This is an optimization exercise on Yosys and OpenROAD, whose aim is small area and a short achievable clock period, not a production implementation.
Where RTL was checked, it was by simulation tests only, not by an equivalence proof against the original.
No activity file was given, so power comes from the tool's default toggle rates.

==> inputs of sierra <==
==> flow/design.v (excerpt) <==
module pipelined_boothe_multiplier #(
    parameter WIDTH = 32
) (
    input clk,
    input reset,
    input en,
    input [WIDTH - 1: 0] md,
    input [WIDTH - 1: 0] mr,
    output [(2 * WIDTH) - 1: 0] s_result
);
  reg [81:0] s1;
  reg [150:0] s2;
  reg [152:0] s3;
  reg [152:0] s4;
  reg [103:0] s5;
  reg [62:0] s6;
  reg [62:0] s7;
  reg [62:0] s8;
  reg [62:0] s9;
  reg [62:0] s10;
  reg [62:0] s11;
  reg [62:0] s12;
  reg [62:0] s13;
  reg [62:0] s14;
  reg [62:0] s15;
  reg [62:0] s16;
  reg [62:0] s17;
  reg [62:0] s18;
  reg [62:0] s19;
  reg [62:0] s20;
  reg [62:0] s21;
  reg [62:0] s22;
  reg [62:0] s23;
  reg [62:0] s24;
  reg [62:0] s25;
  reg [62:0] s26;
  reg [62:0] s27;
  reg [62:0] s28;
  reg [62:0] s29;
  reg [62:0] s30;
  reg [62:0] s31;
  reg [63:0] s32;
  reg [4:0] rcnt;
  wire mdn1 = ~md[16];
  wire mdn2 = ~md[17];
  wire mdn3 = ~md[18];
  wire mdn4 = ~md[19];
  wire mdn5 = ~md[20];
  wire mdn6 = ~md[21];
  wire mdn7 = ~md[22];
  wire mdn8 = ~md[23];
  wire mdn9 = ~md[24];
  wire mdn10 = ~md[25];
  wire mdn11 = ~md[26];
  wire mdn12 = ~md[27];
  wire mdn13 = ~md[28];
  wire mdn14 = ~md[29];
  wire mdn15 = ~md[30];
  wire mdn16 = ~md[31];
  wire bone17 = mr[0];
  wire btwo18 = mr[1] & ~mr[0];
  wire bneg19 = mr[1];
  wire bonen20 = ~bone17;
  wire btwon21 = ~btwo18;
  wire bnegn22 = ~bneg19;
  wire bone23 = mr[2] ^ mr[1];
  wire btwo24 = (mr[3] & ~mr[2] & ~mr[1]) | (~mr[3] & mr[2] & mr[1]);
  wire bneg25 = mr[3];
  wire bonen26 = ~bone23;
  wire btwon27 = ~btwo24;
  wire bnegn28 = ~bneg25;
  wire bone29 = mr[4] ^ mr[3];
  wire btwo30 = (mr[5] & ~mr[4] & ~mr[3]) | (~mr[5] & mr[4] & mr[3]);
  wire bneg31 = mr[5];
  wire bonen32 = ~bone29;
  wire btwon33 = ~btwo30;
  ...
export LEC_CHECK = 0
export CAP_MARGIN = 20
export CORE_MARGIN = 2
export CORE_UTILIZATION = 60
export CTS_CLUSTER_DIAMETER = 100
export CTS_CLUSTER_SIZE = 30
export PLACE_DENSITY = 0.7
export SETUP_SLACK_MARGIN = 2.85
export SLEW_MARGIN = 20
export SYNTH_HIERARCHICAL = 1
export SYNTH_MINIMUM_KEEP_SIZE = 0
create_clock -name core_clock -period 5.0 [get_ports {clk}]
run.sh (not shown) runs the stock make flow with config.mk's settings and CLKGATE_MAP_FILE= SYNTH_SCRIPT=/design/flow/synth_recipe.tcl, a recipe that flattens the netlist after the stock synthesis.
==> willow (differences from sierra) <==
- CTS_BUF_LIST: not set -> sky130_fd_sc_hd__clkbuf_16 sky130_fd_sc_hd__clkbuf_4
- TNS_END_PERCENT: not set -> 60
==> tundra (differences from sierra) <==
- CTS_CLUSTER_SIZE: 30 -> 34
- TNS_END_PERCENT: not set -> 60
==> results.txt <==
metric                                                 willow             sierra              tundra
Run status                           timing/DRC/antenna clean  timing/DRC/antenna clean  timing/DRC/antenna clean
Flop pwr share                                          0.505              0.504               0.508
Achievable Freq                                     0.465 GHz          0.466 GHz           0.468 GHz
Post-Layout Cell Count                                   7653               7663                7646
Fill cell count                                          9280               9359                9323
Worst-case vdd ir drop                                 341 uV             404 uV              295 uV
Termination of the worst setup path              s_result[45]        s_result[6]        s_result[13]
Number of clock buffers in the layout                      94                 91                  86
Cell count of the worst reg-to-reg path                     6                  7                   7
Total power density per cell area                 739 nW/um^2        738 nW/um^2         736 nW/um^2
LEAKAGE                                               33.3 nW            33.4 nW             33.1 nW
First element of the critical path         s32[45]$_SDFF_PN0_  s32[6]$_SDFF_PN0_  s32[13]$_SDFF_PN0_
Worst path slowest cell                               dfxtp_1            dfxtp_2             dfxtp_1
Global placement routability congestion                 0.846              0.842               0.846
NumNets Final                                            6092               6104                6087
Post-place setup slack                                2.05 ns            2.18 ns             2.05 ns
Met2 wire len                                        59100 um           58400 um            58800 um
Total track usage                                       0.188              0.186               0.187
Met3 Wirelength                                       4230 um            4520 um             4250 um
Multi-input gate share of total cell area               0.345              0.346               0.346
# placed instances                                       7536               7535                7536

==> 09-06: inputs <==
pipelined_boothe_multiplier, a different RTL version from the one above (not shown whole).
Settings: LEC_CHECK=0, CAP_MARGIN=20, CORE_MARGIN=2, CORE_UTILIZATION=60, CTS_CLUSTER_DIAMETER=100, CTS_CLUSTER_SIZE=30, PLACE_DENSITY=0.7, SETUP_SLACK_MARGIN=2.85, SLEW_MARGIN=20, SYNTH_HIERARCHICAL=1, SYNTH_MINIMUM_KEEP_SIZE=0, TNS_END_PERCENT=80; clock period 5.0 ns.
==> 05-28: changes against 09-06 <==
CORE_UTILIZATION = 58   (was 60)
SETUP_SLACK_MARGIN = 2.87   (was 2.85)
TNS_END_PERCENT = 60   (was 80)
==> notes <==
09-06 ran to the end with no violations. 05-28 finished with timing, DRC and antenna clean. Area after synthesis is the same in 09-06 and 05-28. Clock power is about the same in 05-28 and 09-06. Between 09-06 and 05-28, the lower total power is in 05-28 (gap 0.47%, measured against 05-28). Die area: 05-28 is larger than 09-06 (3.4%). In flip-flop and latch count, 09-06 and 05-28 do not differ. Against 05-28, the core utilization of 09-06 is higher by 2.3 points. In final cell count, 09-06 and 05-28 hardly differ.
Function was not checked in any run of this note: the RTL went through the layout flow alone.

==> lagoon: inputs <==
RTL: one of the versions met above, not the one the previous note started from.
Settings: LEC_CHECK=0, CAP_MARGIN=20, CORE_MARGIN=2, CORE_UTILIZATION=60, CTS_CLUSTER_DIAMETER=100, CTS_CLUSTER_SIZE=30, PLACE_DENSITY=0.7, SETUP_SLACK_MARGIN=2.88, SLEW_MARGIN=20, SYNTH_HIERARCHICAL=1, SYNTH_MINIMUM_KEEP_SIZE=0; clock period 5.0 ns.
==> xenon (differences from lagoon) <==
CTS_CLUSTER_SIZE = 34   (was 30)
SETUP_SLACK_MARGIN = 2.82   (was 2.88)
==> qor summary <==
item	xenon	lagoon
Layout multi-input combinational cell count	3319	3320
F_max	0.468 GHz	0.460 GHz
Worst-skew pair later-pin latency	0.71 ns	0.75 ns
Area taken by multi-input logic gates	28000 um2	29000 um2
Signal arrival time at the worst endpoint	1.14 ns	2.76 ns
Data buffer area share	1.35%	2.32%
DRT met1 WL	53.9 mm	54.5 mm
Number of nets at the end of the flow	6081	6164
Final cell utilization of the core	65.5%	67.4%
Share of the final layout cell area in sequential cells	58.3%	56.8%
Outcome	timing/DRC/antenna clean	timing/DRC/antenna clean
Final Hold Slack	0.299 ns	0.294 ns
Wire length per cell after detailed routing	15.7 um	16.1 um
Reg clk slew, reported paths	0.12 ns	0.10 ns
Count of placed standard cells including taps	7536	7535
Clock network share of area	2.78%	3.17%
Area growth from synthesis to final layout	8.22%	11.2%
Launch instance of the worst register-to-register path	s2[88]	s3[132]
Number of clock-tree buffers in the layout	86	94

==> 09-18: inputs <==
RTL: one of the versions met above, not the one the previous note started from.
make LEC_CHECK=0 CAP_MARGIN=20 CORE_MARGIN=2 CORE_UTILIZATION=62 CTS_CLUSTER_DIAMETER=100 CTS_CLUSTER_SIZE=30 PLACE_DENSITY=0.72 SETUP_SLACK_MARGIN=2.85 SLEW_MARGIN=20 SYNTH_HIERARCHICAL=1 SYNTH_MINIMUM_KEEP_SIZE=0 TNS_END_PERCENT=60 finish   # period 5.0 ns
==> 02-05 (differences from 09-18) <==
--- a/flow/config.mk
+++ b/flow/config.mk
@@ -8,8 +8,8 @@
 export CAP_MARGIN = 20
 export CORE_MARGIN = 2
-export CORE_UTILIZATION = 62
+export CORE_UTILIZATION = 60
 export CTS_CLUSTER_DIAMETER = 100
 export CTS_CLUSTER_SIZE = 30
-export PLACE_DENSITY = 0.72
+export PLACE_DENSITY = 0.7
 export SETUP_SLACK_MARGIN = 2.85
 export SLEW_MARGIN = 20
==> comparison table <==
Status: 02-05 timing/DRC/antenna clean; 09-18 timing/DRC/antenna clean
Capture endpoint of the worst hold path: 02-05 s10[27]; 09-18 s13[22]
Clock power frac: 02-05 0.151; 09-18 0.154
Internal power component: 02-05 39.0 mW; 09-18 39.2 mW
Number of global-route vias before repair: 02-05 36800; 09-18 37500
R2R setup slack: 02-05 2.85 ns; 09-18 2.84 ns
Mean routed wirelength per cell: 02-05 16.2 um; 09-18 16.8 um
Detailed placer's ending HPWL: 02-05 86000 um; 09-18 86100 um
Combinational cell fraction of total power: 02-05 0.313; 09-18 0.311
Peak per-stage delay on the critical path: 02-05 0.34 ns; 09-18 0.63 ns
Crit path kind: 02-05 reg -> out; 09-18 reg -> reg
Area occupied by registers: 02-05 47300 um^2; 09-18 47300 um^2
Part of the cycle the worst path needs: 02-05 0.456; 09-18 0.431
Core occupancy in the finished layout: 02-05 0.666; 09-18 0.685
Die area: 02-05 125000 um^2; 09-18 121000 um^2
Critical path buffer and inverter count: 02-05 1; 09-18 0
Largest fanout on the critical path: 02-05 1; 09-18 32
Power per standard cell area: 02-05 704 nW/um^2; 09-18 712 nW/um^2
Met2 routed WL: 02-05 60200 um; 09-18 62100 um
Global routing usage on met1: 02-05 0.247; 09-18 0.259
Area used by multi-input combinational logic: 02-05 26900 um^2; 09-18 26900 um^2
Function was not checked in any run of this note: the RTL went through the layout flow alone.

==> inputs of run G <==
pipelined_boothe_multiplier again, from the RTL that the note above started with.
clock: 5.0 ns
lec_check: 0
cap_margin: 20
core_margin: 2
core_utilization: 60
cts_cluster_diameter: 100
cts_cluster_size: 30
place_density: 0.65
setup_slack_margin: 2.85
slew_margin: 20
synth_hierarchical: 1
synth_minimum_keep_size: 0
==> run R (differences from run G) <==
--- a/flow/config.mk
+++ b/flow/config.mk
@@ -8,8 +8,8 @@
 export CAP_MARGIN = 20
 export CORE_MARGIN = 2
-export CORE_UTILIZATION = 60
+export CORE_UTILIZATION = 58
 export CTS_CLUSTER_DIAMETER = 100
 export CTS_CLUSTER_SIZE = 30
-export PLACE_DENSITY = 0.65
+export PLACE_DENSITY = 0.7
 export SETUP_SLACK_MARGIN = 2.85
 export SLEW_MARGIN = 20
==> comparison table <==
|  | run G | run R |
|---|---|---|
| Post-place setup slack | 2.196 ns | 2.139 ns |
| Internal Power | 39.16 mW | 39.07 mW |
| Result of the run | timing/DRC/antenna clean | timing/DRC/antenna clean |
| Final total power | 57.12 mW | 56.88 mW |
| Power in sequential cells | 30.5 mW | 30.4 mW |
| Cell area after placement | 0.07671 mm² | 0.07675 mm² |
| Routability congestion estimate | 0.8199 | 0.8578 |
| Number of placement rows | 128 | 130 |
| Relative contribution of the clock network to total power | 15.3% | 15.2% |
| Combinational power | 17.9 mW | 17.8 mW |
| Register clock-pin slew on the reported worst setup and hold paths | 0.10 ns | 0.11 ns |
| Setup CP Type | reg2reg | reg2out |
| Met1 demand-to-capacity share in global routing | 24.24% | 22.31% |
| First-pass GRT wire length | 193,900 µm | 189,100 µm |
| Startpoint of the worst register-to-register path | s3[122]$_DFF_P_ | s4[131]$_DFF_P_ |
| Crit-path max FO | 7 | 1 |
| Critical Path Start | s3[122]$_DFF_P_ | s32[12]$_SDFF_PN0_ |
| Power per cell area | 703.7 mW/mm² | 702.5 mW/mm² |
No functional check of the RTL was part of any run of this note.

separate check: timing with driven ports:
No port has a modelled driver above. Below, the same layouts with a new extraction and two added sets of constraints. Step 1 assumes that a clkbuf_16 drives the clock port and a buf_2 every other input. Step 2 adds t to the input delays and takes it off the output delays; t is the mean of the earliest and latest rising clock arrival at the registers after step 1. Input paths then give back, and output paths get back, about the clock's delay inside the block. Three values: no drivers, after step 1, after step 2; two values: the first two.
| run | shift t [ns] | setup slack, ns | hold WS [ns] | worst setup path at the end | pins driven straight from the clock port |
|---|---|---|---|---|---|
| sierra | 0.773 | 2.853 / 2.785 / 2.350 | 0.321 / 0.321 / 0.321 | input to register | 1 |
| willow | 0.766 | 2.851 / 2.780 / 2.499 | 0.319 / 0.319 / 0.319 | input to register | 1 |
| tundra | 0.755 | 2.863 / 2.793 / 2.542 | 0.299 / 0.299 / 0.299 | input to register | 1 |
| 09-06 | 0.796 | 2.722 / 2.641 / 2.360 | 0.323 / 0.323 / 0.323 | input to register | 1 |
| 05-28 | 0.790 | 2.840 / 2.765 / 2.381 | 0.312 / 0.312 / 0.312 | input to register | 1 |
| lagoon | 0.793 | 2.825 / 2.772 / 2.355 | 0.294 / 0.294 / 0.294 | input to register | 1 |
| xenon | 0.756 | 2.861 / 2.791 / 2.408 | 0.299 / 0.299 / 0.299 | input to register | 1 |
| 09-18 | 0.774 | 2.843 / 2.783 / 2.342 | 0.284 / 0.284 / 0.284 | input to register | 1 |
| 02-05 | 0.795 | 2.722 / 2.641 / 2.357 | 0.321 / 0.321 / 0.321 | input to register | 1 |
| run G | 0.799 | 2.828 / 2.758 / 2.151 | 0.289 / 0.289 / 0.289 | input to register | 1 |
| run R | 0.792 | 2.814 / 2.735 / 2.456 | 0.323 / 0.323 / 0.323 | input to register | 1 |
After both steps every run listed still meets setup and hold. The setup slack of run G, which loses most, moves by -0.070 ns with the drivers and by -0.677 ns with both steps.
